What follows belongs to an exercise in optimizing a design on an open flow for small area; a production flow would make more cautious choices.
Only simulation tests tie the RTL to the original design; equivalence was not proved.

==> flow/design.v, too long to show whole: its modules and the start of the top module <==
// module generic_dpram_8_8: 29 lines
// module oc8051_ram_256x8_two_bist: 26 lines
// module oc8051_ram_top: 81 lines
// module oc8051_multiply: 29 lines
// module oc8051_divide: 40 lines
// module oc8051_alu: 235 lines
// module oc8051_alu_src_sel: 50 lines
// module oc8051_comp: 18 lines
// module oc8051_cy_select: 15 lines
// module oc8051_indi_addr: 52 lines
// module oc8051_decoder: 2469 lines
// module oc8051_memory_interface: 564 lines
// module oc8051_acc: 42 lines
// module oc8051_b_register: 19 lines
// module oc8051_sp: 44 lines
// module oc8051_dptr: 21 lines
// module oc8051_psw: 48 lines
// module oc8051_ports: 52 lines
// module oc8051_uart: 234 lines
// module oc8051_int: 216 lines
// module oc8051_tc: 132 lines
// module oc8051_tc2: 132 lines
// module oc8051_sfr: 360 lines
// module oc8051_top: 319 lines
module oc8051_top (
input wb_clk_i,   
input wb_rst_i,   
input int0_i,   
input int1_i,   
input ea_in,    
input wbd_ack_i,    
input wbi_ack_i,    
input wbd_err_i,    
input wbi_err_i,    
input [7:0]   wbd_dat_i,    
input [31:0]  wbi_dat_i,    
output wbd_we_o,   
output wbd_stb_o,    
output wbd_cyc_o,    
output wbi_stb_o,    
output wbi_cyc_o,    
output [7:0]  wbd_dat_o,    
output [15:0] wbd_adr_o,    
output [15:0] wbi_adr_o,    
input  [7:0]  p0_i,   
output [7:0]  p0_o,   
input  [7:0]  p1_i,   
output [7:0]  p1_o,   
input  [7:0]  p2_i,   
output [7:0]  p2_o,   
input  [7:0]  p3_i,   
output [7:0]  p3_o,   
input rxd_i,    
output txd_o,    
input t0_i,   
input t1_i,   
input t2_i,   
input t2ex_i  
);
  // ...
==> flow/run.sh <==
#!/bin/bash
# synth_recipe.tcl (not shown) runs the flow's synth.tcl, then flattens the netlist and writes it again
# the make line also repeats each setting of config.mk as NAME=value (left out here)
make -C /OpenROAD-flow-scripts/flow DESIGN_CONFIG=/design/flow/config.mk WORK_HOME=/design/flow/orfs CLKGATE_MAP_FILE= SYNTH_SCRIPT=/design/flow/synth_recipe.tcl finish
==> flow/config.mk <==
export PLATFORM = sky130hd
export DESIGN_NAME = oc8051_top
export DESIGN_NICKNAME = oc8051_top
export VERILOG_FILES = /design/flow/design.v
export SDC_FILE = /design/flow/constraint.sdc
export NUM_CORES = 4
export LEC_CHECK = 0
export CAP_MARGIN = 20
export CORE_MARGIN = 2
export CORE_UTILIZATION = 40
export SLEW_MARGIN = 20
==> flow/constraint.sdc <==
create_clock -name core_clock -period 16.0 [get_ports {wb_clk_i}]
set_input_delay 3.2000 -clock core_clock [delete_from_list [all_inputs] [get_ports {wb_clk_i}]]
set_output_delay 3.2000 -clock core_clock [all_outputs]
set_load 0.01 [all_outputs]
==> results by group, run 1 <==
Run status
  – Status: no timing/DRC/antenna violations

Drt
  – Highest Signal Layer: met5
  – DRC viols: 0
  – Via density: 6.25
  – M1 WL: 197 mm

Global route
  – First-pass GRT wire length: 704 mm
  – GR peak layer: met2

Clock tree
  – # clock sinks: 2707
  – CTS tree: yes

Placement
  – RePlAce Congestion: 1.05
  – HPWL after detailed placement: 331 mm

Yosys
  – Post-synth top area share: 47.3%
  – Register area share after synthesis: 60.0%
  – Post-synthesis xor/xnor area fraction: 0.978%
  – Area leader, netlist: edfxtp_1
  – Area contributors post-synth: edfxtp_1 47%, dfrtp_1 12%, nand2_1 5.6%

Worst hold path
  – Min-Delay Path Class: flip-flop to flip-flop
  – Worst hold stages: 0

Floorplanning
  – Die area: 330000 um2
  – Initial Util: 40.1%

Worst setup path
  – Startpoint class of the critical path: input pin
  – Crit path max-delay family: compound AO/OA/AOI/OAI gates
  – Slowest stage cell on the critical path: a2111oi_4

Finish
  – Biggest regs: oc8051_ram_top1.oc8051_idata.oc8051_ram1.mem: 2048 flops, oc8051_indi_addr1.buff: 64 flops
  – Share of layout cells above drive strength 1: 9.88%
  – Clock buffer cells: 407
  – Post-Layout Cell Count: 16298
  – Inverter count: 212
  – # diodes: 23
  – Largest Register: oc8051_ram_top1.oc8051_idata.oc8051_ram1.mem
  – Buffer share of cell area: 3.02%

Timing
  – Setup Skew: 86.2 ps
  – Setup Viol. Count Final: 0
  – TNS Setup: 0 ps
==> module oc8051_ram_top, before the edit <==
module oc8051_ram_top (
  input clk, input wr, input bit_addr, input bit_data_in, input rst,
  input [7:0] wr_data,
  input [7:0] rd_addr, input [7:0] wr_addr,
  output bit_data_out,
  output [7:0] rd_data
);
localparam ram_aw = 8;  
reg [7:0] wr_data_m;
reg [7:0] rd_addr_m, wr_addr_m;
wire       rd_en;
reg        bit_addr_r;
reg        rd_en_r;
reg  [7:0] wr_data_r;
wire [7:0] rd_data_m;
reg  [2:0] bit_select;
assign bit_data_out = rd_data[bit_select];
assign rd_data = rd_en_r ? wr_data_r: rd_data_m;
assign rd_en   = (rd_addr_m == wr_addr_m) & wr;
oc8051_ram_256x8_two_bist oc8051_idata(
                           .clk     ( clk        ),
                           .rst     ( rst        ),
                           .rd_addr ( rd_addr_m  ),
                           .rd_data ( rd_data_m  ),
                           .rd_en   ( !rd_en     ),
                           .wr_addr ( wr_addr_m  ),
                           .wr_data ( wr_data_m  ),
                           .wr_en   ( 1'b1       ),
                           .wr      ( wr         )
                           );
always @(posedge clk or posedge rst)
begin
  if (rst) begin
    bit_addr_r <= 1'b0;
    bit_select <= 3'b0;
  end else begin
    bit_addr_r <= bit_addr;
    bit_select <= rd_addr[2:0];
  end
end
always @(posedge clk or posedge rst)
begin
  if (rst) begin
    rd_en_r    <= 1'b0;
    wr_data_r  <= 8'h0;
  end else begin
    rd_en_r    <= rd_en;
    wr_data_r  <= wr_data_m;
  end
end
always @*
begin
  casex ( {bit_addr, rd_addr[7]} )  
      2'b0?: begin rd_addr_m = rd_addr; end
      2'b10: begin rd_addr_m = {4'b0010, rd_addr[6:3]}; end
      2'b11: begin rd_addr_m = {1'b1, rd_addr[6:3], 3'b000}; end
  endcase
end
always @*
begin
  casex ( {bit_addr_r, wr_addr[7]} )  
      2'b0?: begin wr_addr_m = wr_addr; end
      2'b10: begin wr_addr_m = {8'h00, 4'b0010, wr_addr[6:3]}; end
      2'b11: begin wr_addr_m = {8'h00, 1'b1, wr_addr[6:3], 3'b000}; end
  endcase
end
always @*
begin
  casex ( {bit_addr_r, bit_select} )  
      4'b0_???: begin wr_data_m = wr_data; end
      4'b1_000: begin wr_data_m = {rd_data[7:1], bit_data_in}; end
      4'b1_001: begin wr_data_m = {rd_data[7:2], bit_data_in, rd_data[0]}; end
      4'b1_010: begin wr_data_m = {rd_data[7:3], bit_data_in, rd_data[1:0]}; end
      4'b1_011: begin wr_data_m = {rd_data[7:4], bit_data_in, rd_data[2:0]}; end
      4'b1_100: begin wr_data_m = {rd_data[7:5], bit_data_in, rd_data[3:0]}; end
      4'b1_101: begin wr_data_m = {rd_data[7:6], bit_data_in, rd_data[4:0]}; end
      4'b1_110: begin wr_data_m = {rd_data[7], bit_data_in, rd_data[5:0]}; end
      4'b1_111: begin wr_data_m = {bit_data_in, rd_data[6:0]}; end
  endcase
end
endmodule
==> module oc8051_alu_src_sel, before the edit <==
module oc8051_alu_src_sel (input clk, input rst, input rd, input [2:0] sel1, input [1:0] sel2, input sel3,
                     input [7:0] acc, input [7:0] ram, input [15:0] pc, input [15:0] dptr,
                     input [7:0] op1, input [7:0] op2, input [7:0] op3,
                     output reg [7:0] src1, output reg [7:0] src2, output reg [7:0] src3);
reg [7:0] op1_r;
reg [7:0] op2_r;
reg [7:0] op3_r;
always @*
begin
  case (sel1)  
    3'b000: src1 = ram;
    3'b011: src1 = acc;
    3'b111: src1 = op1_r;
    3'b001: src1 = op2_r;
    3'b010: src1 = op3_r;
    3'b100: src1 = pc[15:8];
    3'b101: src1 = pc[7:0];
    default: src1 = 8'h00;
  endcase
end
always @*
begin
  case (sel2)  
    2'b01: src2= acc;
    2'b10: src2= 8'h00;
    2'b00: src2= ram;
    2'b11: src2= op2_r;
  endcase
end
always @*
begin
  case (sel3)  
    1'b0:   src3= dptr[15:8];
    1'b1:   src3= pc[15:8];
  endcase
end
always @(posedge clk or posedge rst)
begin
  if (rst)
  begin
    op1_r <= 8'h00;
    op2_r <= 8'h00;
    op3_r <= 8'h00;
  end else begin
    op1_r <= op1;
    op2_r <= op2;
    op3_r <= op3;
  end
end
endmodule
==> module oc8051_memory_interface, before the edit <==
module oc8051_memory_interface (
input         clk,
input         rst,
input         wr_i,
input         wr_bit_i,
input         bit_in,
input         sfr_bit,
input         dack_i,
input [2:0]   mem_act,
input [7:0]   in_ram,
input [7:0]   sfr,
input [7:0]   acc,
input [7:0]   sp_w,
input [31:0]  idat_i,
output reg    bit_out,
output        mem_wait,
output reg    reti,
output reg [7:0]  iram_out,
output [7:0]  wr_dat,
output        wr_o,
output        wr_bit_o,
input         iack_i,
input [7:0]   des_acc,
input [7:0]   des1,
input [7:0]   des2,
output [15:0] iadr_o,
input [7:0]   ri,
input [7:0]   ddat_i,
input [15:0]  dptr,
output reg    dstb_o,
output reg    dwe_o,
output reg [7:0]  ddat_o,
output [15:0] dadr_o,
input [2:0]   rd_sel,
input [2:0]   wr_sel,
input [4:0]   rn,
input [7:0]   sp,
output reg    rd_ind,
output reg    wr_ind,
output reg [7:0]  wr_addr,
output reg [7:0]  rd_addr,
input         intr,
input         rd,
input         ea, 
input         ea_int, 
input         istb,
input  [7:0]  int_v,
input  [31:0] idat_onchip,
output reg    int_ack,
output        istb_o,
output reg [7:0] op1_out,
output [7:0] op3_out,
output [7:0] op2_out,
input [2:0]   pc_wr_sel,
input         pc_wr,
output reg [15:0] pc
);
reg [7:0]        sp_r;
reg           rd_addr_r;
reg           dack_ir;
reg [7:0]     ddat_ir;
reg [23:0]    idat_ir;
wire          ea_rom_sel;
reg [4:0]     rn_r;
reg [7:0]     ri_r;
reg [7:0]     imm_r;
reg [7:0]     imm2_r;
reg [7:0]     op1_r;
wire [7:0]    imm;
wire [7:0]    imm2;
reg           int_ack_t;
reg           int_ack_buff;
reg [7:0]     int_vec_buff;
reg [7:0]     op2_buff;
reg [7:0]     op3_buff;
reg [7:0]     op1_o;
reg [7:0]     op2_o;
reg [7:0]     op3_o;
reg [7:0]     op1_xt;
reg [7:0]     op2_xt;
reg [7:0]     op3_xt;
reg [7:0]     op1;
reg [7:0]     op2;
reg [7:0]     op3;
wire [7:0]    op2_direct;
reg [15:0]    pc_buf;
wire [15:0]   alu;
reg           int_buff;
reg           int_buff1;  
reg           istb_t;
reg           imem_wait;
reg [15:0]    iadr_t;
reg [15:0]    dadr_ot;
reg           dmem_wait;
wire          pc_wait;
wire [1:0]    bank;
wire [7:0]    isr_call;
reg [1:0]     op_length;
reg [2:0]     op_pos;
wire          inc_pc;
reg           pc_wr_r;
wire [15:0]   pc_out;
reg [31:0]    idat_cur;
reg [31:0]    idat_old;
reg           inc_pc_r;
reg           pc_wr_r2;
reg [7:0]     cdata;
reg           cdone;
assign bank       = rn[4:3];
assign imm        = op2_out;
assign imm2       = op3_out;
assign alu        = {des2, des_acc};
assign ea_rom_sel = ea && ea_int;
assign wr_o       = wr_i;
assign wr_bit_o   = wr_bit_i;
assign mem_wait   = dmem_wait || imem_wait || pc_wr_r2;
assign istb_o     = (istb || (istb_t & !iack_i)) && !dstb_o && !ea_rom_sel;
assign pc_wait    = rd && (ea_rom_sel || (!istb_t && iack_i));
assign wr_dat     = des1;
always @*
begin
  if (rd_addr_r && !rd_ind) begin
    iram_out = sfr;
    bit_out = sfr_bit;
  end else begin
    iram_out = in_ram;
    bit_out = bit_in;
  end
end
always @*
begin
  case (rd_sel)  
    3'b000   : begin rd_addr = {3'h0, rn}; end
    3'b001    : begin rd_addr = ri; end
    3'b010    : begin rd_addr = imm; end
    3'b011   : begin rd_addr = sp; end
    3'b100    : begin rd_addr = 8'hf0; end
    3'b101 : begin rd_addr = 8'h82; end
    3'b110  : begin rd_addr = 8'hd0; end
    3'b111  : begin rd_addr = 8'he0; end
  endcase
end
always @*
begin
  case (wr_sel)  
    3'b000 : begin wr_addr = {3'h0, rn_r}; end
    3'b010  : begin wr_addr = ri_r; end
    3'b001  : begin wr_addr = imm_r; end
    3'b011 : begin wr_addr = sp_w; end
    3'b101 : begin wr_addr = imm2_r; end
    3'b111  : begin wr_addr = 8'hf0; end
    default : begin wr_addr = 8'h00; end
  endcase
end
always @(posedge clk or posedge rst)
begin
  if (rst) begin
    rd_ind <= 1'b0; end
  else if ((rd_sel==3'b001) || (rd_sel==3'b011)) begin
    rd_ind <= 1'b1;
  end else begin
    rd_ind <= 1'b0;
  end
end
always @*
begin
  if ((wr_sel==3'b010) || (wr_sel==3'b011)) begin
    wr_ind = 1'b1;
  end else begin
    wr_ind = 1'b0;
  end
end
assign iadr_o = (istb_t) ? iadr_t : pc_out;
always @(posedge clk or posedge rst)
begin
  if (rst) begin
    iadr_t <= 23'h0;
    istb_t <= 1'b0;
    imem_wait <= 1'b0;
    idat_ir <= 24'h0;
  end else if (mem_act==3'b100) begin
    iadr_t <= alu;
    istb_t <= 1'b1;
    imem_wait <= 1'b1;
  end else if (ea_rom_sel && imem_wait) begin
    imem_wait <= 1'b0;
  end else if (!imem_wait && istb_t) begin
    istb_t <= 1'b0;
  end else if (iack_i) begin
    imem_wait <= 1'b0;
    idat_ir <= idat_i [23:0];
  end
end
assign dadr_o = dadr_ot;
always @(posedge clk or posedge rst)
begin
  if (rst) begin
    dwe_o <= 1'b0;
    dmem_wait <= 1'b0;
    dstb_o <= 1'b0;
    ddat_o <= 8'h00;
    dadr_ot <= 23'h0;
  end else if (dack_i) begin
    dwe_o <= 1'b0;
    dstb_o <= 1'b0;
    dmem_wait <= 1'b0;
  end else begin
    case (mem_act)  
      3'b000: begin   
        dwe_o <= 1'b0;
        dstb_o <= 1'b1;
        ddat_o <= 8'h00;
        dadr_ot <= {7'h0, dptr};
        dmem_wait <= 1'b1;
      end
      3'b001: begin   
        dwe_o <= 1'b1;
        dstb_o <= 1'b1;
        ddat_o <= acc;
        dadr_ot <= {7'h0, dptr};
        dmem_wait <= 1'b1;
      end
      3'b010:   begin   
        dwe_o <= 1'b0;
        dstb_o <= 1'b1;
        ddat_o <= 8'h00;
        dadr_ot <= {15'h0, ri};
        dmem_wait <= 1'b1;
      end
      3'b011: begin     
        dwe_o <= 1'b1;
        dstb_o <= 1'b1;
        ddat_o <= acc;
        dadr_ot <= {15'h0, ri};
        dmem_wait <= 1'b1;
      end
    endcase
  end
end
always @(posedge clk or posedge rst)
begin
  if (rst) begin
    idat_cur <= 32'h0;
    idat_old <= 32'h0;
  end else if ((iack_i | ea_rom_sel) & (inc_pc | pc_wr_r2)) begin
    idat_cur <= ea_rom_sel ? idat_onchip : idat_i;
    idat_old <= idat_cur;
  end
end
always @(posedge clk or posedge rst)
begin
  if (rst) begin
    cdata <= 8'h00;
    cdone <= 1'b0;
  end else if (istb_t) begin
    cdata <= ea_rom_sel ? idat_onchip[7:0] : idat_i[7:0];
    cdone <= 1'b1;
  end else begin
    cdone <= 1'b0;
  end
end
always @*
begin
  case (op_pos)   
    3'b000: begin
       op1 = idat_old[7:0]  ;
       op2 = idat_old[15:8] ;
       op3 = idat_old[23:16];
      end
    3'b001: begin
       op1 = idat_old[15:8] ;
       op2 = idat_old[23:16];
       op3 = idat_old[31:24];
      end
    3'b010: begin
       op1 = idat_old[23:16];
       op2 = idat_old[31:24];
       op3 = idat_cur[7:0]  ;
      end
    3'b011: begin
       op1 = idat_old[31:24];
       op2 = idat_cur[7:0]  ;
       op3 = idat_cur[15:8] ;
      end
    3'b100: begin
       op1 = idat_cur[7:0]  ;
       op2 = idat_cur[15:8] ;
       op3 = idat_cur[23:16];
      end
    default: begin
       op1 = idat_cur[15:8] ;
       op2 = idat_cur[23:16];
       op3 = idat_cur[31:24];
      end
  endcase
end
always @*
begin
  if (dack_ir) begin
    op1_out = ddat_ir;
  end else if (cdone) begin
    op1_out = cdata;
  end else begin
    op1_out = op1_o;
  end
end
assign op3_out = (rd) ? op3_o : op3_buff;
assign op2_out = (rd) ? op2_o : op2_buff;
always @*
begin
  if (iack_i) begin
    op1_xt = idat_i[7:0];
    op2_xt = idat_i[15:8];
    op3_xt = idat_i[23:16];
  end else if (!rd) begin
    op1_xt = idat_ir[7:0];
    op2_xt = idat_ir[15:8];
    op3_xt = idat_ir[23:16];
  end else begin
    op1_xt = 8'h00;
    op2_xt = 8'h00;
    op3_xt = 8'h00;
  end
end
always @*
begin
  if (int_ack_t && (iack_i || ea_rom_sel)) begin
    op1_o = 8'b0001_0010;
    op2_o = 8'h00;
    op3_o = int_vec_buff;
  end else begin
    op1_o = op1;
    op2_o = op2;
    op3_o = op3;
  end
end
always @(posedge clk or posedge rst)
begin
  if (rst) begin reti <= 1'b0; end
  else if ((op1_o==8'b0011_0010) & rd & !mem_wait) begin reti <= 1'b1; end
  else begin reti <= 1'b0; end
end
always @(posedge clk or posedge rst)
begin
  if (rst) begin
    op2_buff <= 8'h0;
    op3_buff <= 8'h0;
  end else if (rd) begin
    op2_buff <= op2_o;
    op3_buff <= op3_o;
  end
end
always @*
begin
  casex (op1_out)  
    8'bxxx1_0001 : begin  op_length = 2'h2; end
    8'bxxx0_0001 : begin   op_length = 2'h2; end
    8'b1011_1xxx : begin op_length = 2'h3; end
    8'b1101_1xxx : begin op_length = 2'h2; end
    8'b1010_1xxx : begin op_length = 2'h2; end
    8'b0111_1xxx : begin op_length = 2'h2; end
    8'b1000_1xxx : begin op_length = 2'h2; end
    8'b1011_011x : begin op_length = 2'h3; end
    8'b1000_011x : begin op_length = 2'h2; end
    8'b1010_011x : begin op_length = 2'h2; end
    8'b0111_011x : begin op_length = 2'h2; end
    8'b0010_0101 : begin  op_length = 2'h2; end
    8'b0010_0100 : begin  op_length = 2'h2; end
    8'b0011_0101 : begin op_length = 2'h2; end
    8'b0011_0100 : begin op_length = 2'h2; end
    8'b0101_0101 : begin  op_length = 2'h2; end
    8'b0101_0100 : begin  op_length = 2'h2; end
    8'b0101_0010 : begin op_length = 2'h2; end
    8'b0101_0011 : begin op_length = 2'h3; end
    8'b1000_0010 : begin  op_length = 2'h2; end
    8'b1011_0000 : begin op_length = 2'h2; end
    8'b1011_0101 : begin op_length = 2'h3; end
    8'b1011_0100 : begin op_length = 2'h3; end
    8'b1100_0010 : begin  op_length = 2'h2; end
    8'b1011_0010 : begin  op_length = 2'h2; end
    8'b0001_0101 : begin  op_length = 2'h2; end
    8'b1101_0101 : begin op_length = 2'h3; end
    8'b0000_0101 : begin  op_length = 2'h2; end
    8'b0010_0000 : begin     op_length = 2'h3; end
    8'b0001_0000 : begin    op_length = 2'h3; end
    8'b0100_0000 : begin     op_length = 2'h2; end
    8'b0011_0000 : begin    op_length = 2'h3; end
    8'b0101_0000 : begin    op_length = 2'h2; end
    8'b0111_0000 : begin    op_length = 2'h2; end
    8'b0110_0000 : begin     op_length = 2'h2; end
    8'b0001_0010 : begin  op_length = 2'h3; end
    8'b0000_0010 : begin   op_length = 2'h3; end
    8'b1110_0101 : begin  op_length = 2'h2; end
    8'b0111_0100 : begin  op_length = 2'h2; end
    8'b1111_0101 : begin op_length = 2'h2; end
    8'b1000_0101 : begin op_length = 2'h3; end
    8'b0111_0101 : begin op_length = 2'h3; end
    8'b1010_0010 : begin op_length = 2'h2; end
    8'b1001_0010 : begin op_length = 2'h2; end
    8'b1001_0000 : begin op_length = 2'h3; end
    8'b0100_0101 : begin  op_length = 2'h2; end
    8'b0100_0100 : begin  op_length = 2'h2; end
    8'b0100_0010 : begin op_length = 2'h2; end
    8'b0100_0011 : begin op_length = 2'h3; end
    8'b0111_0010 : begin  op_length = 2'h2; end
    8'b1010_0000 : begin op_length = 2'h2; end
    8'b1101_0000 : begin    op_length = 2'h2; end
    8'b1100_0000 : begin   op_length = 2'h2; end
    8'b1101_0010 : begin op_length = 2'h2; end
    8'b1000_0000 : begin   op_length = 2'h2; end
    8'b1001_0101 : begin op_length = 2'h2; end
    8'b1001_0100 : begin op_length = 2'h2; end
    8'b1100_0101 : begin  op_length = 2'h2; end
    8'b0110_0101 : begin  op_length = 2'h2; end
    8'b0110_0100 : begin  op_length = 2'h2; end
    8'b0110_0010 : begin op_length = 2'h2; end
    8'b0110_0011 : begin op_length = 2'h3; end
    default:       begin  op_length = 2'h1; end
  endcase
end
assign inc_pc = ((op_pos[2] | (&op_pos[1:0])) & rd) | pc_wr_r2;
always @(posedge rst or posedge clk)
begin
  if (rst) begin
    op_pos <= 3'h0;
  end else if (pc_wr_r2) begin
    op_pos <= 3'h4; 
  end else if (inc_pc & rd) begin
    op_pos[2]   <= op_pos[2] & !op_pos[1] & op_pos[0] & (&op_length);
    op_pos[1:0] <= op_pos[1:0] + op_length;
  end else if (rd) begin
    op_pos <= op_pos + {1'b0, op_length};
  end
end
always @(posedge clk or posedge rst)
begin
 if (rst) begin
   int_ack_t <= 1'b0;
   int_vec_buff <= 8'h00;
 end else if (intr) begin
   int_ack_t <= 1'b1;
   int_vec_buff <= int_v;
 end else if (rd && (ea_rom_sel || iack_i) && !pc_wr_r2) begin int_ack_t <= 1'b0; end
end
always @(posedge clk or posedge rst)
begin
  if (rst) begin int_ack_buff <= 1'b0; end
  else begin int_ack_buff <= int_ack_t; end
end
always @(posedge clk or posedge rst)
begin
  if (rst) int_ack <= 1'b0;
  else begin
    if ((int_ack_buff) & !(int_ack_t))
    begin
      int_ack <= 1'b1;
    end else begin int_ack <= 1'b0; end
  end
end
always @(posedge clk or posedge rst)
begin
  if (rst) begin
    int_buff1 <= 1'b0;
  end else begin
    int_buff1 <= int_buff;
  end
end
always @(posedge clk or posedge rst)
begin
  if (rst) begin
    int_buff <= 1'b0;
  end else if (intr) begin
    int_buff <= 1'b1;
  end else if (pc_wait) begin
    int_buff <= 1'b0;
  end
end
wire [7:0]  pcs_source;
reg  [15:0] pcs_result;
reg         pcs_cy;
assign pcs_source = pc_wr_sel[0] ? op3_out : op2_out;
always @*
begin
  pcs_cy = 1'b0;
  if (pcs_source[7]) begin
    {pcs_cy, pcs_result[7:0]} = {1'b0, pc[7:0]} + {1'b0, pcs_source};
    pcs_result[15:8] = pc[15:8] - {7'h0, !pcs_cy};
  end else begin
    pcs_result = pc + {8'h00, pcs_source};
  end
end
always @(posedge clk or posedge rst)
begin
  if (rst) begin
    pc <= 16'h0;
  end else if (pc_wr_r2) begin
    pc <= pc_buf;
  end else if (rd & !int_ack_t) begin
    pc <= pc_buf - 16'h8 + {13'h0, op_pos} + {14'h0, op_length};
  end
end
always @(posedge clk or posedge rst)
begin
  if (rst) begin
    pc_buf <= 23'h0;
  end else if (pc_wr) begin
      case (pc_wr_sel)  
        3'b110: begin pc_buf        <= alu; end
        3'b000: begin  pc_buf[7:0]   <= alu[7:0]; end
        3'b001: begin  pc_buf[15:8]  <= alu[7:0]; end
        3'b100: begin pc_buf[10:0]  <= {op1_out[7:5], op2_out}; end
        3'b101: begin pc_buf        <= {op2_out, op3_out}; end
        3'b010: begin pc_buf        <= pcs_result; end
        3'b011: begin pc_buf        <= pcs_result; end
      endcase
  end else begin
      pc_buf <= pc_out;
  end
end
assign pc_out = inc_pc ? pc_buf + 16'h4
                       : pc_buf ;
always @(posedge clk or posedge rst)
begin
  if (rst) begin
    ddat_ir <= 8'h00;
  end else if (dack_i) begin
    ddat_ir <= ddat_i;
  end
end
always @(posedge clk or posedge rst)
begin
  if (rst) begin
    rn_r      <= 5'd0;
    ri_r      <= 8'h00;
    imm_r     <= 8'h00;
    imm2_r    <= 8'h00;
    rd_addr_r <= 1'b0;
    op1_r     <= 8'h0;
    dack_ir   <= 1'b0;
    sp_r      <= 1'b0;
    pc_wr_r   <= 1'b0;
    pc_wr_r2  <= 1'b0;
  end else begin
    rn_r      <= rn;
    ri_r      <= ri;
    imm_r     <= imm;
    imm2_r    <= imm2;
    rd_addr_r <= rd_addr[7];
    op1_r     <= op1_out;
    dack_ir   <= dack_i;
    sp_r      <= sp;
    pc_wr_r   <= pc_wr && (pc_wr_sel != 3'b001);
    pc_wr_r2  <= pc_wr_r;
  end
end
always @(posedge clk or posedge rst)
begin
  if (rst) begin
    inc_pc_r  <= 1'b1;
  end else if (istb) begin
    inc_pc_r  <= inc_pc;
  end
end
endmodule
==> module oc8051_top, before the edit <==
module oc8051_top (
input wb_clk_i,   
input wb_rst_i,   
input int0_i,   
input int1_i,   
input ea_in,    
input wbd_ack_i,    
input wbi_ack_i,    
input wbd_err_i,    
input wbi_err_i,    
input [7:0]   wbd_dat_i,    
input [31:0]  wbi_dat_i,    
output wbd_we_o,   
output wbd_stb_o,    
output wbd_cyc_o,    
output wbi_stb_o,    
output wbi_cyc_o,    
output [7:0]  wbd_dat_o,    
output [15:0] wbd_adr_o,    
output [15:0] wbi_adr_o,    
input  [7:0]  p0_i,   
output [7:0]  p0_o,   
input  [7:0]  p1_i,   
output [7:0]  p1_o,   
input  [7:0]  p2_i,   
output [7:0]  p2_o,   
input  [7:0]  p3_i,   
output [7:0]  p3_o,   
input rxd_i,    
output txd_o,    
input t0_i,   
input t1_i,   
input t2_i,   
input t2ex_i  
);
wire [7:0] dptr_hi;
wire [7:0] dptr_lo; 
wire [7:0] ri; 
wire [7:0] data_out;
wire [7:0] op1;
wire [7:0] op2;
wire [7:0] op3;
wire [7:0] acc;
wire [7:0] p0_out;
wire [7:0] p1_out;
wire [7:0] p2_out;
wire [7:0] p3_out;
wire [7:0] sp;
wire [7:0] sp_w;
wire [31:0] idat_onchip;
wire [15:0] pc;
assign wbd_cyc_o = wbd_stb_o;
wire        src_sel3;
wire [1:0]  wr_sfr;
wire [1:0] src_sel2;
wire [2:0]  ram_rd_sel;         
wire [2:0] ram_wr_sel;         
wire [2:0] src_sel1;
wire [7:0]  ram_data;
wire [7:0] ram_out;         
wire [7:0] sfr_out;
wire [7:0] wr_dat;
wire [7:0] wr_addr;         
wire [7:0] rd_addr;         
wire sfr_bit;
wire [1:0]  cy_sel;         
wire [1:0] bank_sel;
wire rom_addr_sel;         
wire rmw;
wire ea_int;
wire reti;
wire intr;
wire int_ack;
wire istb;
wire [7:0]  int_src;
wire        mem_wait;
wire [2:0]  mem_act;
wire [3:0]  alu_op;         
wire [1:0]  psw_set;     
wire [7:0]  src1;         
wire [7:0] src2;         
wire [7:0] src3;         
wire [7:0] des_acc;
wire [7:0] des1;         
wire [7:0] des2;         
wire        desCy;         
wire desAc;
wire desOv;         
wire alu_cy;
wire wr;  
wire wr_o;
wire        rd;                 
wire pc_wr;
wire [2:0]  pc_wr_sel;         
wire [7:0]  op1_n;  
wire [7:0] op2_n;
wire [7:0] op3_n;
wire [1:0]  comp_sel;         
wire        eq;                 
wire srcAc;
wire cy;
wire rd_ind;
wire wr_ind;
wire comp_wait;
wire [2:0]  op1_cur;
wire        bit_addr;         
wire bit_data;         
wire bit_out;         
wire bit_addr_o;
wire wait_data;
wire iack_i;
wire istb_o;
wire icyc_o;
wire [31:0] idat_i;
wire [15:0] iadr_o;
oc8051_decoder oc8051_decoder1(.clk(wb_clk_i), 
                               .rst(wb_rst_i), 
                               .op_in(op1_n), 
                               .op1_c(op1_cur),
                               .ram_rd_sel_o(ram_rd_sel), 
                               .ram_wr_sel_o(ram_wr_sel), 
                               .bit_addr(bit_addr),
                               .src_sel1(src_sel1),
                               .src_sel2(src_sel2),
                               .src_sel3(src_sel3),
                               .alu_op_o(alu_op),
                               .psw_set(psw_set),
                               .cy_sel(cy_sel),
                               .wr_o(wr),
                               .pc_wr(pc_wr),
                               .pc_sel(pc_wr_sel),
                               .comp_sel(comp_sel),
                               .eq(eq),
                               .wr_sfr_o(wr_sfr),
                               .rd(rd),
                               .rmw(rmw),
                               .istb(istb),
                               .mem_act(mem_act),
                               .mem_wait(mem_wait),
                               .wait_data(wait_data));
wire [7:0] sub_result;
oc8051_alu oc8051_alu1(.rst(wb_rst_i),
                       .clk(wb_clk_i),
                       .op_code(alu_op),
                       .src1(src1),
                       .src2(src2),
                       .src3(src3),
                       .srcCy(alu_cy),
                       .srcAc(srcAc),
                       .des_acc(des_acc),
                       .sub_result(sub_result),
                       .des1(des1),
                       .des2(des2),
                       .desCy(desCy),
                       .desAc(desAc),
                       .desOv(desOv),
                       .bit_in(bit_out));
oc8051_ram_top oc8051_ram_top1(.clk(wb_clk_i),
                               .rst(wb_rst_i),
                               .rd_addr(rd_addr),
                               .rd_data(ram_data),
                               .wr_addr(wr_addr),
                               .bit_addr(bit_addr_o),
                               .wr_data(wr_dat),
                               .wr(wr_o && (!wr_addr[7] || wr_ind)),
                               .bit_data_in(desCy),
                               .bit_data_out(bit_data)
                               );
oc8051_alu_src_sel oc8051_alu_src_sel1(.clk(wb_clk_i),
                                       .rst(wb_rst_i),
                                       .rd(rd),
                                       .sel1(src_sel1),
                                       .sel2(src_sel2),
                                       .sel3(src_sel3),
                                       .acc(acc),
                                       .ram(ram_out),
                                       .pc(pc),
                                       .dptr({dptr_hi, dptr_lo}),
                                       .op1(op1_n),
                                       .op2(op2_n),
                                       .op3(op3_n),
                                       .src1(src1),
                                       .src2(src2),
                                       .src3(src3));
oc8051_comp oc8051_comp1(.sel(comp_sel),
                         .eq(eq),
                         .b_in(bit_out),
                         .cy(cy),
                         .acc(acc),
                         .des(sub_result)
                         );
  assign ea_int = 1'b0;
  assign idat_onchip = 32'h0;
oc8051_cy_select oc8051_cy_select1(.cy_sel(cy_sel), 
                                   .cy_in(cy), 
                                   .data_in(bit_out),
                                   .data_out(alu_cy));
oc8051_indi_addr oc8051_indi_addr1 (.clk(wb_clk_i), 
                                    .rst(wb_rst_i), 
                                    .wr_addr(wr_addr),
                                    .data_in(wr_dat),
                                    .wr(wr_o),
                                    .wr_bit(bit_addr_o), 
                                    .ri_out(ri),
                                    .sel(op1_cur[0]),
                                    .bank(bank_sel));
assign icyc_o = istb_o;
oc8051_memory_interface oc8051_memory_interface1(.clk(wb_clk_i), 
                       .rst(wb_rst_i),
                       .wr_i(wr), 
                       .wr_o(wr_o), 
                       .wr_bit_i(bit_addr), 
                       .wr_bit_o(bit_addr_o), 
                       .wr_dat(wr_dat),
                       .des_acc(des_acc),
                       .des1(des1),
                       .des2(des2),
                       .rd_addr(rd_addr),
                       .wr_addr(wr_addr),
                       .wr_ind(wr_ind),
                       .bit_in(bit_data),
                       .in_ram(ram_data),
                       .sfr(sfr_out),
                       .sfr_bit(sfr_bit),
                       .bit_out(bit_out),
                       .iram_out(ram_out),
                       .iack_i(iack_i),
                       .iadr_o(iadr_o),
                       .idat_i(idat_i),
                       .istb_o(istb_o),
                       .idat_onchip(idat_onchip),
                       .dadr_o(wbd_adr_o),
                       .ddat_o(wbd_dat_o),
                       .dwe_o(wbd_we_o),
                       .dstb_o(wbd_stb_o),
                       .ddat_i(wbd_dat_i),
                       .dack_i(wbd_ack_i),
                       .rd_sel(ram_rd_sel),
                       .wr_sel(ram_wr_sel),
                       .rn({bank_sel, op1_cur}),
                       .rd_ind(rd_ind),
                       .rd(rd),
                       .mem_act(mem_act),
                       .mem_wait(mem_wait),
                       .ea(ea_in),
                       .ea_int(ea_int),
                       .op1_out(op1_n),
                       .op2_out(op2_n),
                       .op3_out(op3_n),
                       .intr(intr), 
                       .int_v(int_src), 
                       .int_ack(int_ack), 
                       .istb(istb),
                       .reti(reti),
                       .pc_wr_sel(pc_wr_sel), 
                       .pc_wr(pc_wr & comp_wait),
                       .pc(pc),
                       .sp_w(sp_w), 
                       .dptr({dptr_hi, dptr_lo}),
                       .ri(ri), 
                       .acc(acc),
                       .sp(sp)
                       );
oc8051_sfr oc8051_sfr1(.rst(wb_rst_i), 
                       .clk(wb_clk_i), 
                       .adr0(rd_addr[7:0]), 
                       .adr1(wr_addr[7:0]),
                       .dat0(sfr_out),
                       .dat1(wr_dat),
                       .dat2(des2),
                       .des_acc(des_acc),
                       .we(wr_o && !wr_ind),
                       .bit_in(desCy),
                       .bit_out(sfr_bit), 
                       .wr_bit(bit_addr_o),
                       .ram_rd_sel(ram_rd_sel),
                       .ram_wr_sel(ram_wr_sel),
                       .wr_sfr(wr_sfr),
                       .comp_sel(comp_sel),
                       .comp_wait(comp_wait),
                       .acc(acc),
                       .sp(sp), 
                       .sp_w(sp_w),
                       .bank_sel(bank_sel), 
                       .desAc(desAc), 
                       .desOv(desOv), 
                       .psw_set(psw_set),
                       .srcAc(srcAc), 
                       .cy(cy),
                       .rmw(rmw),
                       .p0_out(p0_o),
                       .p0_in(p0_i),
                       .p1_out(p1_o),
                       .p1_in(p1_i),
                       .p2_out(p2_o),
                       .p2_in(p2_i),
                       .p3_out(p3_o),
                       .p3_in(p3_i),
                       .rxd(rxd_i), .txd(txd_o),
                       .int_ack(int_ack),
                       .intr(intr),
                       .int0(int0_i),
                       .int1(int1_i),
                       .reti(reti),
                       .int_src(int_src),
                       .t0(t0_i),
                       .t1(t1_i),
                       .t2(t2_i),
                       .t2ex(t2ex_i),
                       .dptr_hi(dptr_hi),
                       .dptr_lo(dptr_lo),
                       .wait_data(wait_data)
);
assign wbi_adr_o = iadr_o    ;
assign idat_i    = wbi_dat_i ;
assign wbi_stb_o = 1'b1      ;
assign iack_i    = wbi_ack_i ;
assign wbi_cyc_o = 1'b1      ;
endmodule
==> run 2: changes to the inputs <==
--- a/flow/design.v
+++ b/flow/design.v
@@ -1,88 +1,20 @@
-module generic_dpram_8_8(
-	input           rclk,   
-	input           rrst,   
-	input           rce,    
-	input           oe,	    
-	input  [aw-1:0] raddr,  
-	output reg [dw-1:0] dout,     
-	input          wclk,   
-	input          wrst,   
-	input          wce,    
-	input          we,     
-	input [aw-1:0] waddr,  
-	input [dw-1:0] di     
-);
-localparam aw = 8;   
-localparam dw = 8;  
-reg [dw-1 :0] mem [(1<<aw) -1:0];  
-always @(posedge rclk)
-begin
-    dout <= mem[raddr];
-end
-always @(posedge wclk)
-begin
-    if (we && wce)
-    begin
-        mem[waddr] <= di;
-    end
-end
-endmodule
-module oc8051_ram_256x8_two_bist (
-input         clk, 
-input         wr, 
-input         rst,
-input         rd_en,
-input         wr_en,
-input  [7:0]  wr_data,
-input  [7:0]  rd_addr,
-input  [7:0]  wr_addr,
-output [7:0]  rd_data
-);
-generic_dpram_8_8 oc8051_ram1(
-    .rclk  ( clk            ),
-    .rrst  ( rst            ),
-    .rce   ( rd_en          ),
-    .oe    ( 1'b1           ),
-    .raddr ( rd_addr        ),
-    .dout    ( rd_data        ),
-    .wclk  ( clk            ),
-    .wrst  ( rst            ),
-    .wce   ( wr_en          ),
-    .we    ( wr             ),
-    .waddr ( wr_addr        ),
-    .di    ( wr_data        )
-);
-endmodule
 module oc8051_ram_top (
   input clk, input wr, input bit_addr, input bit_data_in, input rst,
   input [7:0] wr_data,
   input [7:0] rd_addr, input [7:0] wr_addr,
   output bit_data_out,
-  output [7:0] rd_data
+  output [7:0] rd_data,
+  input        ri_wr,      
+  input        ri_sel,     
+  input  [1:0] ri_bank,    
+  output [7:0] ri_out
 );
-localparam ram_aw = 8;  
-reg [7:0] wr_data_m;
-reg [7:0] rd_addr_m, wr_addr_m;
-wire       rd_en;
+wire [7:0] mem [0:255];
+reg  [7:0] raddr_r;
 reg        bit_addr_r;
-reg        rd_en_r;
-reg  [7:0] wr_data_r;
-wire [7:0] rd_data_m;
 reg  [2:0] bit_select;
-assign bit_data_out = rd_data[bit_select];
-assign rd_data = rd_en_r ? wr_data_r: rd_data_m;
-assign rd_en   = (rd_addr_m == wr_addr_m) & wr;
-oc8051_ram_256x8_two_bist oc8051_idata(
-                           .clk     ( clk        ),
-                           .rst     ( rst        ),
-                           .rd_addr ( rd_addr_m  ),
-                           .rd_data ( rd_data_m  ),
-                           .rd_en   ( !rd_en     ),
-                           .wr_addr ( wr_addr_m  ),
-                           .wr_data ( wr_data_m  ),
-                           .wr_en   ( 1'b1       ),
-                           .wr      ( wr         )
-                           );
+reg  [7:0] ri_valid;
+reg  [7:0] rd_addr_m, wr_addr_m, wr_data_m;
 always @(posedge clk or posedge rst)
 begin
   if (rst) begin
@@ -93,46 +25,81 @@
     bit_select <= rd_addr[2:0];
   end
 end
-always @(posedge clk or posedge rst)
-begin
-  if (rst) begin
-    rd_en_r    <= 1'b0;
-    wr_data_r  <= 8'h0;
-  end else begin
-    rd_en_r    <= rd_en;
-    wr_data_r  <= wr_data_m;
-  end
-end
 always @*
 begin
-  casex ( {bit_addr, rd_addr[7]} )  
-      2'b0?: begin rd_addr_m = rd_addr; end
-      2'b10: begin rd_addr_m = {4'b0010, rd_addr[6:3]}; end
-      2'b11: begin rd_addr_m = {1'b1, rd_addr[6:3], 3'b000}; end
+  casex ( {bit_addr, rd_addr[7]} )
+      2'b0?: rd_addr_m = rd_addr;
+      2'b10: rd_addr_m = {4'b0010, rd_addr[6:3]};
+      default: rd_addr_m = {1'b1, rd_addr[6:3], 3'b000};
   endcase
 end
 always @*
 begin
-  casex ( {bit_addr_r, wr_addr[7]} )  
-      2'b0?: begin wr_addr_m = wr_addr; end
-      2'b10: begin wr_addr_m = {8'h00, 4'b0010, wr_addr[6:3]}; end
-      2'b11: begin wr_addr_m = {8'h00, 1'b1, wr_addr[6:3], 3'b000}; end
+  casex ( {bit_addr_r, wr_addr[7]} )
+      2'b0?: wr_addr_m = wr_addr;
+      2'b10: wr_addr_m = {4'b0010, wr_addr[6:3]};
+      default: wr_addr_m = {1'b1, wr_addr[6:3], 3'b000};
   endcase
 end
 always @*
 begin
-  casex ( {bit_addr_r, bit_select} )  
-      4'b0_???: begin wr_data_m = wr_data; end
-      4'b1_000: begin wr_data_m = {rd_data[7:1], bit_data_in}; end
-      4'b1_001: begin wr_data_m = {rd_data[7:2], bit_data_in, rd_data[0]}; end
-      4'b1_010: begin wr_data_m = {rd_data[7:3], bit_data_in, rd_data[1:0]}; end
-      4'b1_011: begin wr_data_m = {rd_data[7:4], bit_data_in, rd_data[2:0]}; end
-      4'b1_100: begin wr_data_m = {rd_data[7:5], bit_data_in, rd_data[3:0]}; end
-      4'b1_101: begin wr_data_m = {rd_data[7:6], bit_data_in, rd_data[4:0]}; end
-      4'b1_110: begin wr_data_m = {rd_data[7], bit_data_in, rd_data[5:0]}; end
-      4'b1_111: begin wr_data_m = {bit_data_in, rd_data[6:0]}; end
-  endcase
+  wr_data_m = wr_data;
+  if (bit_addr_r) begin
+    wr_data_m = rd_data;
+    wr_data_m[bit_select] = bit_data_in;
+  end
+end
+always @(posedge clk)
+  raddr_r <= rd_addr_m;
+genvar w;
+generate
+  for (w = 0; w < 256; w = w + 1) begin : word
+    reg [7:0] q;
+    always @(posedge clk)
+      if (wr && (wr_addr_m == w))
+        q <= wr_data_m;
+    assign mem[w] = q;
+  end
+endgenerate
+wire [31:0] rlo;
+wire [7:0] rhi;
+genvar g;
+generate
+  for (g = 0; g < 32; g = g + 1) begin : declo
+    assign rlo[g] = (raddr_r[4:0] == g);
+  end
+  for (g = 0; g < 8; g = g + 1) begin : dechi
+    assign rhi[g] = (raddr_r[7:5] == g);
+  end
+endgenerate
+reg [7:0] grp [0:7];
+reg [7:0] rd_or;
+integer j, h;
+always @*
+begin
+  for (h = 0; h < 8; h = h + 1) begin
+    grp[h] = 8'h00;
+    for (j = 0; j < 32; j = j + 1)
+      grp[h] = grp[h] | ({8{rlo[j]}} & mem[h*32+j]);
+  end
+  rd_or = 8'h00;
+  for (h = 0; h < 8; h = h + 1)
+    rd_or = rd_or | ({8{rhi[h]}} & grp[h]);
+end
+assign rd_data = rd_or;
+assign bit_data_out = rd_data[bit_select];
+wire [2:0] ri_idx = {ri_bank, ri_sel};
+wire [7:0] ri_addr = {3'b000, ri_bank, 2'b00, ri_sel};
+wire       ri_we = ri_wr & !bit_addr_r;
+always @(posedge clk or posedge rst)
+begin
+  if (rst)
+    ri_valid <= 8'h00;
+  else if (ri_we && (wr_addr[7:5] == 3'b000) && (wr_addr[2:1] == 2'b00))
+    ri_valid[{wr_addr[4:3], wr_addr[0]}] <= 1'b1;
 end
+assign ri_out = (ri_we && (wr_addr == ri_addr)) ? wr_data :
+                ri_valid[ri_idx] ? mem[ri_addr] : 8'h00;
 endmodule
 module oc8051_multiply (
   input clk, input rst, input enable,
@@ -441,10 +408,9 @@
 module oc8051_alu_src_sel (input clk, input rst, input rd, input [2:0] sel1, input [1:0] sel2, input sel3,
                      input [7:0] acc, input [7:0] ram, input [15:0] pc, input [15:0] dptr,
                      input [7:0] op1, input [7:0] op2, input [7:0] op3,
+                     input [7:0] op2_r, input [7:0] op3_r,  
                      output reg [7:0] src1, output reg [7:0] src2, output reg [7:0] src3);
 reg [7:0] op1_r;
-reg [7:0] op2_r;
-reg [7:0] op3_r;
 always @*
 begin
   case (sel1)  
@@ -479,12 +445,8 @@
   if (rst)
   begin
     op1_r <= 8'h00;
-    op2_r <= 8'h00;
-    op3_r <= 8'h00;
   end else begin
     op1_r <= op1;
-    op2_r <= op2;
-    op3_r <= op3;
   end
 end
 endmodule
@@ -521,58 +483,6 @@
   endcase
 end
 endmodule
-module oc8051_indi_addr (
-input        clk,         
-input          rst,         
-input   wr,         
-input       sel,         
-input  wr_bit,         
-input  [1:0] bank,         
-input  [7:0] data_in,         
-input  [7:0] wr_addr,         
-output reg [7:0] ri_out);
-reg wr_bit_r;
-reg [7:0] buff [0:7];
-always @(posedge clk or posedge rst)
-begin
-  if (rst) begin
-    buff[3'b000] <= 8'h00;
-    buff[3'b001] <= 8'h00;
-    buff[3'b010] <= 8'h00;
-    buff[3'b011] <= 8'h00;
-    buff[3'b100] <= 8'h00;
-    buff[3'b101] <= 8'h00;
-    buff[3'b110] <= 8'h00;
-    buff[3'b111] <= 8'h00;
-  end else begin
-    if ((wr) & !(wr_bit_r)) begin
-      case (wr_addr)  
-        8'h00: begin buff[3'b000] <= data_in; end
-        8'h01: begin buff[3'b001] <= data_in; end
-        8'h08: begin buff[3'b010] <= data_in; end
-        8'h09: begin buff[3'b011] <= data_in; end
-        8'h10: begin buff[3'b100] <= data_in; end
-        8'h11: begin buff[3'b101] <= data_in; end
-        8'h18: begin buff[3'b110] <= data_in; end
-        8'h19: begin buff[3'b111] <= data_in; end
-      endcase
-    end
-  end
-end
-always @*
-begin
-  ri_out = (({3'b000, bank, 2'b00, sel}==wr_addr) & (wr) & !wr_bit_r) ?
-                 data_in : buff[{bank, sel}];
-end
-always @(posedge clk or posedge rst)
-begin
-  if (rst) begin
-    wr_bit_r <= 1'b0;
-  end else begin
-    wr_bit_r <= wr_bit;
-  end
-end
-endmodule
 module oc8051_decoder (
   input clk, input rst, input eq, input mem_wait, input wait_data,
 input [7:0] op_in,
@@ -3095,6 +3005,8 @@
 output reg [7:0] op1_out,
 output [7:0] op3_out,
 output [7:0] op2_out,
+  output [7:0] op2_reg,    
+  output [7:0] op3_reg,    
 input [2:0]   pc_wr_sel,
 input         pc_wr,
 output reg [15:0] pc
@@ -3107,8 +3019,6 @@
 wire          ea_rom_sel;
 reg [4:0]     rn_r;
 reg [7:0]     ri_r;
-reg [7:0]     imm_r;
-reg [7:0]     imm2_r;
 reg [7:0]     op1_r;
 wire [7:0]    imm;
 wire [7:0]    imm2;
@@ -3189,9 +3099,9 @@
   case (wr_sel)  
     3'b000 : begin wr_addr = {3'h0, rn_r}; end
     3'b010  : begin wr_addr = ri_r; end
-    3'b001  : begin wr_addr = imm_r; end
+    3'b001  : begin wr_addr = op2_buff; end
     3'b011 : begin wr_addr = sp_w; end
-    3'b101 : begin wr_addr = imm2_r; end
+    3'b101 : begin wr_addr = op3_buff; end
     3'b111  : begin wr_addr = 8'hf0; end
     default : begin wr_addr = 8'h00; end
   endcase
@@ -3350,6 +3260,8 @@
 end
 assign op3_out = (rd) ? op3_o : op3_buff;
 assign op2_out = (rd) ? op2_o : op2_buff;
+assign op2_reg = op2_buff;
+assign op3_reg = op3_buff;
 always @*
 begin
   if (iack_i) begin
@@ -3526,13 +3438,9 @@
 always @*
 begin
   pcs_cy = 1'b0;
-  if (pcs_source[7]) begin
-    {pcs_cy, pcs_result[7:0]} = {1'b0, pc[7:0]} + {1'b0, pcs_source};
-    pcs_result[15:8] = pc[15:8] - {7'h0, !pcs_cy};
-  end else begin
-    pcs_result = pc + {8'h00, pcs_source};
-  end
+  pcs_result = pc + {{8{pcs_source[7]}}, pcs_source};
 end
+wire [4:0] pc_delta = {2'b00, op_pos} + {3'b000, op_length} - 5'd8;
 always @(posedge clk or posedge rst)
 begin
   if (rst) begin
@@ -3540,7 +3448,7 @@
   end else if (pc_wr_r2) begin
     pc <= pc_buf;
   end else if (rd & !int_ack_t) begin
-    pc <= pc_buf - 16'h8 + {13'h0, op_pos} + {14'h0, op_length};
+    pc <= pc_buf + {{11{pc_delta[4]}}, pc_delta};
   end
 end
 always @(posedge clk or posedge rst)
@@ -3576,8 +3484,6 @@
   if (rst) begin
     rn_r      <= 5'd0;
     ri_r      <= 8'h00;
-    imm_r     <= 8'h00;
-    imm2_r    <= 8'h00;
     rd_addr_r <= 1'b0;
     op1_r     <= 8'h0;
     dack_ir   <= 1'b0;
@@ -3587,8 +3493,6 @@
   end else begin
     rn_r      <= rn;
     ri_r      <= ri;
-    imm_r     <= imm;
-    imm2_r    <= imm2;
     rd_addr_r <= rd_addr[7];
     op1_r     <= op1_out;
     dack_ir   <= dack_i;
@@ -5003,6 +4907,7 @@
 wire [7:0]  op1_n;  
 wire [7:0] op2_n;
 wire [7:0] op3_n;
+wire [7:0] op2_reg, op3_reg;
 wire [1:0]  comp_sel;         
 wire        eq;                 
 wire srcAc;
@@ -5072,7 +4977,11 @@
                                .wr_data(wr_dat),
                                .wr(wr_o && (!wr_addr[7] || wr_ind)),
                                .bit_data_in(desCy),
-                               .bit_data_out(bit_data)
+                               .bit_data_out(bit_data),
+                               .ri_wr(wr_o),
+                               .ri_sel(op1_cur[0]),
+                               .ri_bank(bank_sel),
+                               .ri_out(ri)
                                );
 oc8051_alu_src_sel oc8051_alu_src_sel1(.clk(wb_clk_i),
                                        .rst(wb_rst_i),
@@ -5087,6 +4996,8 @@
                                        .op1(op1_n),
                                        .op2(op2_n),
                                        .op3(op3_n),
+                                       .op2_r(op2_reg),
+                                       .op3_r(op3_reg),
                                        .src1(src1),
                                        .src2(src2),
                                        .src3(src3));
@@ -5103,15 +5014,6 @@
                                    .cy_in(cy), 
                                    .data_in(bit_out),
                                    .data_out(alu_cy));
-oc8051_indi_addr oc8051_indi_addr1 (.clk(wb_clk_i), 
-                                    .rst(wb_rst_i), 
-                                    .wr_addr(wr_addr),
-                                    .data_in(wr_dat),
-                                    .wr(wr_o),
-                                    .wr_bit(bit_addr_o), 
-                                    .ri_out(ri),
-                                    .sel(op1_cur[0]),
-                                    .bank(bank_sel));
 assign icyc_o = istb_o;
 oc8051_memory_interface oc8051_memory_interface1(.clk(wb_clk_i), 
                        .rst(wb_rst_i),
@@ -5155,6 +5057,8 @@
                        .op1_out(op1_n),
                        .op2_out(op2_n),
                        .op3_out(op3_n),
+                       .op2_reg(op2_reg),
+                       .op3_reg(op3_reg),
                        .intr(intr), 
                        .int_v(int_src), 
                        .int_ack(int_ack), 
--- a/flow/config.mk
+++ b/flow/config.mk
@@ -8,4 +8,5 @@
 export CAP_MARGIN = 20
 export CORE_MARGIN = 2
 export CORE_UTILIZATION = 40
+export CTS_BUF_LIST = sky130_fd_sc_hd__clkbuf_8
 export SLEW_MARGIN = 20
==> results by group, run 2 <==
Run status
  – Status: no timing/DRC/antenna violations

Finish
  – Most common cell after layout, fill and taps aside: edfxtp_1
  – Max FFs per register: 2048
  – Largest Register: oc8051_ram_top1.word.q
  – Share of layout cells above drive strength 1: 13.6% (+3.7 points)
  – Most frequent cells in the layout: 2048 x edfxtp_1, 781 x nand2_1, 775 x nor2_1
  – Post-Layout Cell Count: 15270 (-6.3%)
  – Biggest regs: oc8051_ram_top1.word.q: 2048 flops, oc8051_memory_interface1.idat_cur: 32 flops, oc8051_memory_interface1.idat_old: 32 flops
  – Final #Nets: 11063
  – Area grow syn2layout: 13.6%

Placement
  – DP Cell Count: 14489
  – PortBufs: 158
  – RePlAce Congestion: 1.03 (-1.9%)
  – HPWL after detailed placement: 368 mm (+11%)

Drt
  – Drt first pass iters: 8
  – Vias: 101478
  – DRC viols: 0 (unchanged)
  – Initial DRC Count: 16915
  – Via density: 6.65 (+6.3%)
  – Drt wl/cell: 36.3 um
  – Routed Antenna Nets: 0
  – Post-Route WL: 555 mm

Global route
  – Overflow left after global routing: 0
  – Antenna violations before repair: 33
  – Vias in the first global route: 95204
  – First-pass GRT wire length: 763 mm (+8.4%)
  – Largest net degree at the start of global routing: 225
  – Total GRT Usage: 34.1%

Yosys
  – Area leader, netlist: edfxtp_1
  – Main flop type after synthesis: edfxtp_1
  – Register area share after synthesis: 61.5% (+1.5 points)
  – Post-Syn Area per Cell: 11.9 um2
  – Area contributors post-synth: edfxtp_1 50%, dfrtp_1 11%, a22oi_1 3.0%
  – Post-synth top cells: 2048 x edfxtp_1, 880 x nor2_1, 798 x nand2_1
  – Synth Cell Area: 124000 um2
  – Async S/R FF share, synth: 22.2%
  – Post-synth EDFFs: 2048
  – Synth cell types: 112
  – Syn Inst Count: 10470
  – Post-synth top area share: 49.5% (+2.2 points)
  – Yosys reg bits: 2642
  – Synth warn: 23
  – Most frequent cell after synthesis: edfxtp_1

Timing
  – Fin crit share: 89.4%
  – Final hold violation count: 0
  – Achievable frequency: 69.9 MHz
  – Setup Skew: 144 ps (+57.5 ps)
  – Worst-margin pin slew: 1310 ps
  – Min Tclk post-route: 14300 ps
  – Slew Limit Fails: 0
  – Slew margin rel.: 10.3%
  – Setup Viol. Count Final: 0 (unchanged)
  – TNS Setup: 0 ps (unchanged)
  – RSZ-0062 raised after global routing: no

Clock tree
  – Max clock buf depth: 4
  – CTS buffer count: 431
  – Clock Latency Late Sink: 1190 ps
  – CTS tree: yes
  – H-tree Lvls: 5
  – Clock-pin slew on the worst setup and hold paths: 60 ps
  – Post-CTS Hold Buffers: 0
  – # clock sinks: 2642 (-2.4%)
  – Number of post-CTS setup repair buffers: 0
  – Root Buffer: clkbuf_8
  – PostCTS Resize Cnt: 0

Floorplanning
  – # rows: 204
  – Die area: 315000 um2 (-4.4%)
  – Die height: 561 um
  – DIE WIDTH: 561 um
  – IO Pins: 164
  – Core ar.: 309000 um2
  – Initial Util: 40.2% (+0.060 points)

Worst hold path
  – HP Start: oc8051_memory_interface1.pc_wr_r
  – Min-Delay Path Class: flip-flop to flip-flop

Worst setup path
  – Reg2reg start: oc8051_ram_top1.raddr_r[0]
  – Worst EP arrival: 15210 ps
  – Crit. Startpoint: oc8051_ram_top1.raddr_r[0]
  – Nature of the critical path endpoint: flip-flop
  – Worst Path Max Fanout: 101
  – Slowest stage cell on the critical path: a2111oi_2
  – CP max stage delay: 1150 ps
  – Cell mode on critical path: buf_4
  – Startpoint class of the critical path: flip-flop
  – Flop-to-flop setup slack: 1700 ps
  – Critical path class: flip-flop to flip-flop
  – Worst endpoint required time: 16910 ps

Run
  – MaxCap Viol Count: 0
## run 2: cell types whose count changed after synthesis, moves of 63 or more
cell,change
dfrtp_1,-65
a22oi_1,+383
a211oi_1,-333
a2111oi_0,+88
a22o_1,+63
nand3_1,+137
o21ai_0,-94
buf_2,-82
nand4_1,+75
a31oi_1,-201
mux2i_1,-90
nor2_1,+113
a21oi_1,-270
nand2_1,-1140
## run 2: layer usage
layer  global-route usage (%)  up-vias  share of wire [%]
li1                         -    41210                  -
met1                     44.3    50566                 37
met2                     52.2     7901                 44
met3                     8.26     1781                 12
met4                     19.7       20                6.9
met5                        0        -              0.020
## run 2: per-stage QoR
step                      util, %  area (um2)  setup WS, ps  hold slack [ps]
after floorplan                 -      124000           358              331
after global placement       42.9      132000          2110              335
after detailed placement     42.9      133000          2130              336
after CTS                    45.6      141000          2080              350
after global routing         45.7      141000          1480              382
final                        45.7      141000          1700              350
## run 2: final timing paths
kind	endpoint	depth (start not counted)
setup / recovery	oc8051_sfr1.dat0[0]	47
hold / removal	oc8051_memory_interface1.pc_wr_r2	0
setup reg to reg	oc8051_sfr1.dat0[0]	47
hold reg to reg	oc8051_memory_interface1.pc_wr_r2	0
max in group asynchronous	oc8051_sfr1.wr_bit_r	6
min in group asynchronous	oc8051_sfr1.oc8051_tc21.tc2_event	3
## run 2: worst max-delay path, delay by kind of cell, from the launching register on
| family | cells | cell delay, ps |
|---|---|---|
| and+or+nand+nor | 12 | 2510 |
| muxes | 1 | 360 |
| xor gates and xnor gates | 3 | 790 |
| buffers and inverters | 8 | 1990 |
| AOI/OAI and AO/OA | 21 | 6620 |
| DFF | 1 | 840 |
| adders and majority gates | 2 | 460 |
## run 2: cell families after synthesis
logic type / count (synthesis) / synth area share [%]
other: 1 / 0.00302
AND/OR/NAND/NOR: 3394 / 13.4
flip-flops: 2642 / 61.5
buffers and inverters: 946 / 3.04
adder cells (fa/ha/maj): 169 / 1.84
XOR/XNOR: 156 / 1.12
multiplexers: 436 / 3.77
AO/OA/AOI/OAI: 2726 / 15.3
## run 2: final cells by class
type,instances,area (um2)
tap,4120,5150
sequential,2642,76400
inverter,243,916
clock inverter,311,2060
multi-input combinational,6883,44900
clock buffer,453,6230
timing repair buffer,607,5320
antenna,11,27.5
fill,27979,168000

-- static timing again, ports no longer ideal --
The results above use ideal ports. As a check the final layouts listed here were re-extracted and re-timed, cells and wires unchanged.
Step 1 sets driving cells, clkbuf_16 on the clock port and buf_2 on the other inputs (assumed; they add their load-dependent delay and slew).
Step 2 times the ports against the registers' clock, not the clock port: input delays grow and output delays shrink by t, the midpoint of the rising clock arrivals with the driver on.
Slacks: ideal / step 1 / step 2; pairs: ideal / step 1.
| run | t (ns) | setup WS [ns] | latest minus earliest clock arrival (ns) | worst data-port slew with drivers (ns) |
|---|---|---|---|---|
| run 1 | 1.016 | 3.494 / 3.560 / 2.547 | 0.089 / 0.089 | 0.06 |
| run 2 | 1.228 | 1.698 / 1.698 / 1.698 | 0.147 / 0.147 | 0.10 |
After both steps setup and hold are still met in every run listed. For run 1, which loses most, drivers alone change the setup slack by +0.066 ns; drivers and shift together by -0.947 ns.
